This design comes from an exercise in tuning for small area on the open sky130 flow, not from production work. The RTL was checked by simulation tests, not by an equivalence proof against the original design. Power is estimated from default activity; no workload was simulated.

**run.sh**
```bash
#!/bin/bash
# synth_recipe.tcl (not shown) runs the flow's synth.tcl, then flattens the netlist and writes it again
# the make line also repeats each setting of config.mk as NAME=value (left out here)
make -C /OpenROAD-flow-scripts/flow DESIGN_CONFIG=/design/flow/config.mk WORK_HOME=/design/flow/orfs CLKGATE_MAP_FILE= SYNTH_SCRIPT=/design/flow/synth_recipe.tcl finish
```
**config.mk**
```make
export PLATFORM = sky130hd
export DESIGN_NAME = stopwatch
export DESIGN_NICKNAME = stopwatch
export VERILOG_FILES = /design/flow/design.v
export SDC_FILE = /design/flow/constraint.sdc
export NUM_CORES = 4
export LEC_CHECK = 0
export CAP_MARGIN = 20
export CORE_MARGIN = 2
export CORE_UTILIZATION = 40
export SLEW_MARGIN = 20
```
**constraint.sdc**
```tcl
create_clock -name core_clock -period 10.0 [get_ports {clk}]
set_input_delay 2.0000 -clock core_clock [delete_from_list [all_inputs] [get_ports {clk}]]
set_output_delay 2.0000 -clock core_clock [all_outputs]
set_load 0.01 [all_outputs]
```
**design.v**
```verilog
`timescale 1ns / 1ps
module sel_adj(
    input adj,
    input clk_1hz,
    input clk_2hz,
    output which_clk
);
    reg which_clk_temp;
    always @(*) begin
        if (adj) begin
            which_clk_temp = clk_2hz;
        end
        else begin
            which_clk_temp = clk_1hz;
        end
    end
    assign which_clk = which_clk_temp;
endmodule
`timescale 1ns / 1ps
module clock_divider(
    input clk,
    input por,
    input rst,
    output reg clk_2hz,
    output reg clk_1hz,
    output reg clk_fast,
    output reg clk_blink
);
    localparam TWO_HZ_COUNT = 250;
    localparam ONE_HZ_COUNT = 500;
    localparam FAST_COUNT = 2;
    localparam BLINK_COUNT = 375;
    reg [15:0] counter_2hz;
    reg [15:0] counter_1hz;
    reg [15:0] counter_fast;
    reg [15:0] counter_blink;
    always @(posedge clk) begin
        if (por || rst) begin
            counter_2hz <= 0;
            counter_1hz <= 0;
            counter_fast <= 0;
            counter_blink <= 0;
            clk_2hz <= 0;
            clk_1hz <= 0;
            clk_fast <= 0;
            clk_blink <= 0;
        end
        else begin
            counter_2hz <= counter_2hz + 1;
            counter_1hz  <= counter_1hz + 1;
            counter_fast <= counter_fast + 1;
            counter_blink <= counter_blink + 1;
            if (counter_2hz >= TWO_HZ_COUNT) begin
                counter_2hz <= 0;
                clk_2hz <= ~clk_2hz;
            end
            if (counter_1hz >= ONE_HZ_COUNT) begin
                counter_1hz <= 0;
                clk_1hz <= ~clk_1hz;
            end
            if (counter_fast >= FAST_COUNT) begin
                counter_fast <= 0;
                clk_fast <= ~clk_fast;
            end
            if (counter_blink >= BLINK_COUNT) begin
                counter_blink <= 0;
                clk_blink <= ~clk_blink;
            end
        end
    end
endmodule
`timescale 1ns / 1ps
module debouncer(
   input clk,
   input por,
   input signal_i,
   output signal_f
);
   localparam DB_COUNT = 15;
   reg [15:0] counter;
   wire store;
   reg temp_signal;
   reg cur_signal;
   assign store = signal_i;
   always @(posedge clk) begin
       if (por)
           temp_signal <= 1'b0;
       else
           temp_signal <= store;
   end
   always @(posedge clk) begin
       if (por) begin
           counter <= 0;
           cur_signal <= 1'b0;
       end else if (cur_signal == temp_signal) begin
           counter <= 0;
       end else begin
           counter <= counter + 1'b1;
           if (counter == DB_COUNT) begin
               cur_signal <= temp_signal;
               counter <= 0;
           end
       end
   end
   assign signal_f = cur_signal;
endmodule
`timescale 1ns / 1ps
module counter(
	input clk,
	input por,
	input clk_1hz,
	input clk_2hz,
	input sel,
	input adj,
	input rst,
	input pause,
	output reg [3:0] minutes_tens,
	output reg [3:0] minutes_ones,
	output reg [3:0] seconds_tens,
	output reg [3:0] seconds_ones
);
	localparam MAX_ONES = 9;
	localparam MAX_TENS = 5;
	reg is_paused;
	reg pause_q;
	wire which_clk;
	reg which_clk_q;
	wire tick;
	sel_adj adjust(.adj(adj), .clk_1hz(clk_1hz), .clk_2hz(clk_2hz), .which_clk(which_clk));
	assign tick = which_clk & ~which_clk_q;
	always @(posedge clk) begin
		if (por) begin
			which_clk_q <= 1'b0;
			pause_q <= 1'b0;
			is_paused <= 1'b0;
		end else begin
			which_clk_q <= which_clk;
			pause_q <= pause;
			if (pause & ~pause_q)
				is_paused <= ~is_paused;
		end
	end
	always @(posedge clk) begin
		if (por || rst) begin
			minutes_tens <= 0;
			minutes_ones <= 0;
			seconds_tens <= 0;
			seconds_ones <= 0;
		end else if (tick) begin
		if (adj && ~is_paused) begin
			if (~sel) begin
				if (minutes_ones == MAX_ONES) begin
					minutes_ones <= 0;
					if (minutes_tens == MAX_TENS) begin
						minutes_tens <= 0;
					end else begin
						minutes_tens <= minutes_tens + 1'b1;
					end
				end else begin
					minutes_ones <= minutes_ones + 1'b1;
				end
			end else begin
				if (seconds_ones == MAX_ONES) begin
					seconds_ones <= 0;
					if (seconds_tens == MAX_TENS) begin
						seconds_tens <= 0;
					end else begin
						seconds_tens <= seconds_tens + 1'b1;
					end
				end else begin
					seconds_ones <= seconds_ones + 1'b1;
				end
			end
		end else if (~adj && ~is_paused) begin
			if (seconds_ones == MAX_ONES) begin
				seconds_ones <= 0;
				if (seconds_tens == MAX_TENS) begin
					seconds_tens <= 0;
					if (minutes_ones == MAX_ONES) begin
						minutes_ones <= 0;
						if (minutes_tens == MAX_TENS) begin
							minutes_tens <= 0;
						end else begin
							minutes_tens <= minutes_tens + 1'b1;
						end
					end else begin
						minutes_ones <= minutes_ones + 1'b1;
					end
				end else begin
					seconds_tens <= seconds_tens + 1'b1;
				end
			end else begin
				seconds_ones <= seconds_ones + 1'b1;
			end
		end
		end
	end
endmodule
`timescale 1ns / 1ps
module get_cathode(
   input [3:0] display_state,
   output reg [6:0] cathode
);
   localparam ZERO = 7'b1000000;
   localparam ONE = 7'b1111001;
   localparam TWO = 7'b0100100;
   localparam THREE = 7'b0110000;
   localparam FOUR = 7'b0011001;
   localparam FIVE = 7'b0010010;
   localparam SIX = 7'b0000010;
   localparam SEVEN = 7'b1111000;
   localparam EIGHT = 7'b0000000;
   localparam NINE = 7'b0010000;
   localparam OFF = 7'b1111111;
   always @* begin
       case(display_state)
           0: cathode = ZERO;
           1: cathode = ONE;
           2: cathode = TWO;
           3: cathode = THREE;
           4: cathode = FOUR;
           5: cathode = FIVE;
           6: cathode = SIX;
           7: cathode = SEVEN;
           8: cathode = EIGHT;
           9: cathode = NINE;
           default: cathode = OFF;
       endcase
   end
endmodule
`timescale 1ns / 1ps
module create_display(
    input clk,
    input por,
    input clk_fast,
    input clk_blink,
    input sel, input adj,
    input [6:0] minutes_tens_cathode,
	input [6:0] minutes_ones_cathode,
	input [6:0] seconds_tens_cathode,
	input [6:0] seconds_ones_cathode,
	output  [6:0] cathode,
	output  [3:0] anode
);
	localparam OFF = 7'b1111111;
	reg [1:0] switch;
	reg [6:0] cathode_temp;
	reg [3:0] anode_temp;
	reg clk_fast_q;
	always @(posedge clk) begin
		if (por) begin
			clk_fast_q <= 1'b0;
			switch <= 2'b00;
			anode_temp <= 4'b1111;
			cathode_temp <= OFF;
		end else begin
		clk_fast_q <= clk_fast;
		if (clk_fast & ~clk_fast_q) begin
		if (switch == 0) begin
			switch <= switch + 2'b1;
			anode_temp <= 4'b0111;
			if (adj && !sel) begin
				if (clk_blink) begin
					cathode_temp <= minutes_tens_cathode;
				end
				else begin
					cathode_temp <= OFF;
				end
			end
			else begin
				cathode_temp <= minutes_tens_cathode;
			end
		end
		else if (switch == 1) begin
			switch <= switch + 2'b1;
			anode_temp <= 4'b1011;
			if (adj && !sel) begin
				if (clk_blink) begin
					cathode_temp <= minutes_ones_cathode;
				end
				else begin
					cathode_temp <= OFF;
				end
			end
			else begin
				cathode_temp <= minutes_ones_cathode;
			end
		end
		else if (switch == 2) begin
			switch <= switch + 2'b1;
			anode_temp <= 4'b1101;
			if (adj && sel) begin
				if (clk_blink) begin
					cathode_temp <= seconds_tens_cathode;
				end
				else begin
					cathode_temp <= OFF;
				end
			end
			else begin
				cathode_temp <= seconds_tens_cathode;
			end
		end
		else if (switch == 3) begin
			switch <= 2'b0;
			anode_temp <= 4'b1110;
			if (adj && sel) begin
				if (clk_blink) begin
					cathode_temp <= seconds_ones_cathode;
				end
				else begin
					cathode_temp <= OFF;
				end
			end
			else begin
				cathode_temp <= seconds_ones_cathode;
			end
		end
		end
		end
	end
    assign cathode = cathode_temp;
	assign anode = anode_temp;
endmodule
`timescale 1ns / 1ps
module stopwatch(
	input clk,
	input rst,
	input SEL,
	input ADJ,
	input RESET,
	input PAUSE,
	output [6:0] cathode,
	output [3:0] anode
);
	wire clk_2hz;
	wire clk_1hz;
	wire clk_fast;
	wire clk_blink;
	wire sel;
	wire adj;
	wire rst_db;
	wire pause;
	wire [3:0] minutes_tens;
	wire [3:0] minutes_ones;
	wire [3:0] seconds_tens;
	wire [3:0] seconds_ones;
	wire [6:0] minutes_tens_cathode;
	wire [6:0] minutes_ones_cathode;
	wire [6:0] seconds_tens_cathode;
	wire [6:0] seconds_ones_cathode;
	clock_divider clk_div (
		.clk(clk),
		.por(rst),
		.rst(RESET),
		.clk_2hz(clk_2hz),
		.clk_1hz(clk_1hz),
		.clk_fast(clk_fast),
		.clk_blink(clk_blink)
	);
	debouncer sel_debouncer (
		.clk(clk),
		.por(rst),
		.signal_i(SEL),
		.signal_f(sel)
	);
	debouncer adj_debouncer (
		.clk(clk),
		.por(rst),
		.signal_i(ADJ),
		.signal_f(adj)
	);
	debouncer rst_debouncer (
		.clk(clk),
		.por(rst),
		.signal_i(RESET),
		.signal_f(rst_db)
	);
	debouncer pause_debouncer (
		.clk(clk),
		.por(rst),
		.signal_i(PAUSE),
		.signal_f(pause)
	);
	counter decade_counter (
		.clk(clk),
		.por(rst),
		.clk_1hz(clk_1hz),
		.clk_2hz(clk_2hz),
		.sel(sel),
		.adj(adj),
		.rst(rst_db),
		.pause(pause),
		.minutes_tens(minutes_tens),
		.minutes_ones(minutes_ones),
		.seconds_tens(seconds_tens),
		.seconds_ones(seconds_ones)
	);
	get_cathode translate_minutes_tens (
		.display_state(minutes_tens),
		.cathode(minutes_tens_cathode)
	);
	get_cathode translate_minutes_ones (
		.display_state(minutes_ones),
		.cathode(minutes_ones_cathode)
	);
	get_cathode translate_seconds_tens (
		.display_state(seconds_tens),
		.cathode(seconds_tens_cathode)
	);
	get_cathode translate_seconds_ones (
		.display_state(seconds_ones),
		.cathode(seconds_ones_cathode)
	);
	create_display display (
		.clk(clk),
		.por(rst),
		.clk_fast(clk_fast),
		.clk_blink(clk_blink),
		.sel(sel),
		.adj(adj),
		.minutes_tens_cathode(minutes_tens_cathode),
		.minutes_ones_cathode(minutes_ones_cathode),
		.seconds_tens_cathode(seconds_tens_cathode),
		.seconds_ones_cathode(seconds_ones_cathode),
		.cathode(cathode),
		.anode(anode)
	);
endmodule
```
==> results.txt <==
[how the worst min path moves through the flow]
stage,startpoint,to,slack (ns)
finish,sel_debouncer.counter[0],sel_debouncer.counter[0],0.44
global route,clk_div.counter_blink[0],clk_div.counter_blink[0],0.46
CTS,clk_div.counter_blink[0],clk_div.counter_blink[0],0.45
detailed placement,clk_div.counter_blink[0],clk_div.counter_blink[0],0.44
global placement,clk_div.counter_blink[0],clk_div.counter_blink[0],0.43
floorplan,clk_div.counter_blink[0],clk_div.counter_blink[0],0.41
[layer usage]
layer  vias to the layer above  global-route usage [%]
met1                      2846                    19.1
met2                        57                    23.5
met4                         2                    4.53
li1                       3230                       -
met5                         -                       0
met3                        28                    2.97
[report_power, final]
group          internal, mW  switching, mW  leakage, nW
clock                 0.471          0.309        0.345
sequential            0.818        0.00767         1.64
combinational        0.0238         0.0316         1.77
[through the flow]
stage	instances	util [%]	hold WS, ns	cell area [um^2]
after global placement	1210	43.5	0.427	9140
after global routing	1247	46.9	0.462	9860
after detailed placement	1210	43.5	0.436	9140
after floorplan	937	-	0.413	8720
final	1247	46.9	0.443	9860
after CTS	1246	46.8	0.446	9840
[sequential cells by signal, summed over array words and instances, names as in the netlist, 7 cells and up]
signal and cells:
adj_debouncer.counter 16, clk_div.counter_1hz 16, clk_div.counter_2hz 16, clk_div.counter_blink 16, clk_div.counter_fast 16, pause_debouncer.counter 16
rst_debouncer.counter 16, sel_debouncer.counter 16, display.cathode_temp 7, display.minutes_ones_cathode 7, display.minutes_tens_cathode 7, display.seconds_ones_cathode 7
display.seconds_tens_cathode 7
[cell families (layout without fill, tap and decap cells)]
| logic type | after synthesis | after routing | synth area share [%] |
|---|---|---|---|
| AOI/OAI and AO/OA | 137 | 137 | 11.7 |
| muxes | 26 | 26 | 3.09 |
| DFF | 201 | 201 | 46.8 |
| and+or+nand+nor | 354 | 354 | 20.5 |
| adders and majority gates | 46 | 46 | 6.70 |
| other | 1 | 35 | 0.0437 |
| buffers and inverters | 58 | 93 | 2.97 |
| xor gates and xnor gates | 80 | 80 | 8.16 |
[layout by cell type (no fill, tap or decap), drive strengths merged, types with 4 or more instances in the layout]
cell type,n
nor2,134
nand4,17
ha,46
a21oi,35
clkdlybuf4s50,16
nor4,22
or3,11
nand2b,6
o22ai,10
nor2b,13
dfxtp,201
o21ai,34
o211ai,5
buf,4
clkbuf,29
and3,26
inv,36
a31oi,6
or2,4
a221oi,8
clkinv,5
a211oi,4
nor3,17
mux2i,25
nand3,40
xor2,38
nand2,44
xnor2,42
a211o,13
and3b,4
and2,7
conb,35
[critical path, stage by stage]
cell,delay [ns]
clkdlybuf4s50_1,0.39
buf_4,0.24
or2_1,0.26
buf_4,0.23
or3_1,0.39
mux2i_1,0.31
inv_1,0.15
ha_1,0.31
mux2i_1,0.14
a21oi_1,0.09
[cell type report]
type	instances	area [um^2]
sequential	201	4020
clock inverter	7	65.1
inverter	37	140
fill	2011	11200
timing repair buffer	20	194
multi-input combinational	678	4450
tap	275	344
clock buffer	29	638
==> key figures <==
Global routing
  • GR Overflow Total: 0
  • Antenna violations before repair: 1
  • Maximum number of pins on one net before global-route repair: 39
  • Vias in the first global route: around 5800
  • GRT Util Overall: ~14%
  • First-pass GRT wire length: around 27000 um

Synthesis
  • Post-Synthesis Cells: between 900 and 1000
  • Most common library cells after synthesis: dfxtp_1 (201), nor2_1 (133), ha_1 (46)
  • EDFF count, synth: 0
  • Yosys cell types: 73
  • Cell accounting for the most synthesized area: dfxtp_1
  • Asr flop ratio synth: 0%
  • Synth Warn #: 6
  • Most frequent cell after synthesis: dfxtp_1
  • FF+latch count, synth: around 200
  • Avg Synthesized Cell Area: 9.51 um^2
  • Mapped Area: about 8600 um^2
  • Yosys top cell area share: a little under half
  • Post-synthesis sequential area ratio: between 40% and 50%
  • Synth Flop Type: dfxtp_1
  • Largest cells by area after synthesis: dfxtp_1 (47%), ha_1 (6.7%), nor2_1 (5.8%), xnor2_1 (4.3%), xor2_1 (3.9%)

Timing
  • Tcrit/Tclk final: approximately two fifths
  • RSZ-0062 raised after global routing: false
  • Final setup violating endpoints: 0
  • Slew margin rel.: 44.7%
  • Final setup TNS: 0 ns
  • Setup WS post-layout: about 6 ns
  • Setup Skew: approximately 0.017 ns
  • Worst-margin pin slew: 0.824 ns
  • Hold Fails Final Rpt: 0
  • FMAX: 240 MHz
  • Max-slew violations: 0
  • Fin crit period: roughly 4.2 ns

Die
  • Num ports: 17
  • Initial Util: 40.9%
  • Core outline area: about 21000 um^2
  • Die H: ~150 um
  • Die Wd: 151 um
  • Area of the die: 22700 um^2
  • Cell Rows: between 50 and 60

Drt
  • Drt wl/cell: 12.5 um
  • Via/cell ratio: slightly below 5
  • Highest metal used: met5
  • Met3 wire len: between 500 and 600 um
  • Vias: around 6000
  • Overall routed net length: between 15000 and 20000 um
  • Routed wire length on met2: 6970 um
  • Final ANT Viol Nets: 0
  • DR iter-0 viols: approximately 200
  • Drt pass-1 iters: 4
  • Wire length on met1: between 7000 and 8000 um
  • # DRC: 0

Clocking
  • Post-CTS Setup Bufs: 0
  • Clk slew on worst S/H paths: ~0.060 ns
  • H-tree depth: 1
  • Hold buffer count at cts: 0
  • CTS root buf: clkbuf_16
  • Cts bufs inserted: 22
  • Maximum clock path buffer count: 3
  • TritonCTS clock tree: built
  • CTS sink cnt: around 200
  • Clock Latency Late Sink: a little over 0.5 ns
  • Post-cts sizing count: 0

Flow run
  • Max Cap Viol: 0

Placed design
  • Count of input and output buffers: 16
  • Post-detail-place hpwl: approximately 11000 um
  • Setup WS pre-CTS: between 5 and 6 ns
  • GP Congestion: 0.776

Critical path
  • R2R Path Start: decade_counter.seconds_tens[1]
  • CP endpoint: display.minutes_ones_cathode[3]
  • Arrival time worst endpoint: ~4.5 ns
  • Setup crit end kind: flop
  • Critical path required time: approximately 10 ns
  • Reg2reg path depth: 12
  • R2R setup slack: between 6 and 7 ns
  • Worst setup SP type: input port
  • Setup crit start: rst
  • CP Class: in -> reg
  • Critical Path Fanout Max: 38
  • Worst R2R End: display.seconds_tens_cathode[0]

Final layout
  • Layout Nets: a little over 1000
  • Ant. Diodes: 0
  • Layout area overhead: 14.7%
  • Share of layout cells above drive strength 1: under 10%

Pwr
  • Design Power: 1.66 mW
  • Maximum VDD drop: 0.0000875 V
  • Leak pwr: 3.76 nW
  • Power Dens Cells: between 150 and 200 nW/um^2

Min path
  • Hold crit path type: reg -> reg
  • Hold path cells: 1

Outcome
  • Outcome: timing/DRC/antenna clean

[re-timing with driven ports]
The results above use ideal ports. As a check the final layout listed here was re-extracted and re-timed, cells and wires unchanged. Step 1 sets driving cells, clkbuf_16 on the clock port and buf_2 on the other inputs (assumed; they add their load-dependent delay and slew). Step 2, shift: input delay + t, output delay - t, t = (earliest + latest rising clock arrival at the registers) / 2. This alone moves slack from input paths to output paths. Slacks: ideal / step 1 / step 2; pairs: ideal / step 1.
t (ns): 0.539
slack for setup (ns): 5.830 / 5.848 / 5.309
latest minus earliest clock arrival (ns): 0.018 / 0.018
slew at the worst register clock pin (ns): 0.06 / 0.06
pins driven straight from the clock port: 1
After both steps setup and hold are still met in this run. The setup slack of this run moves by +0.018 ns with the drivers and by -0.521 ns with both steps.
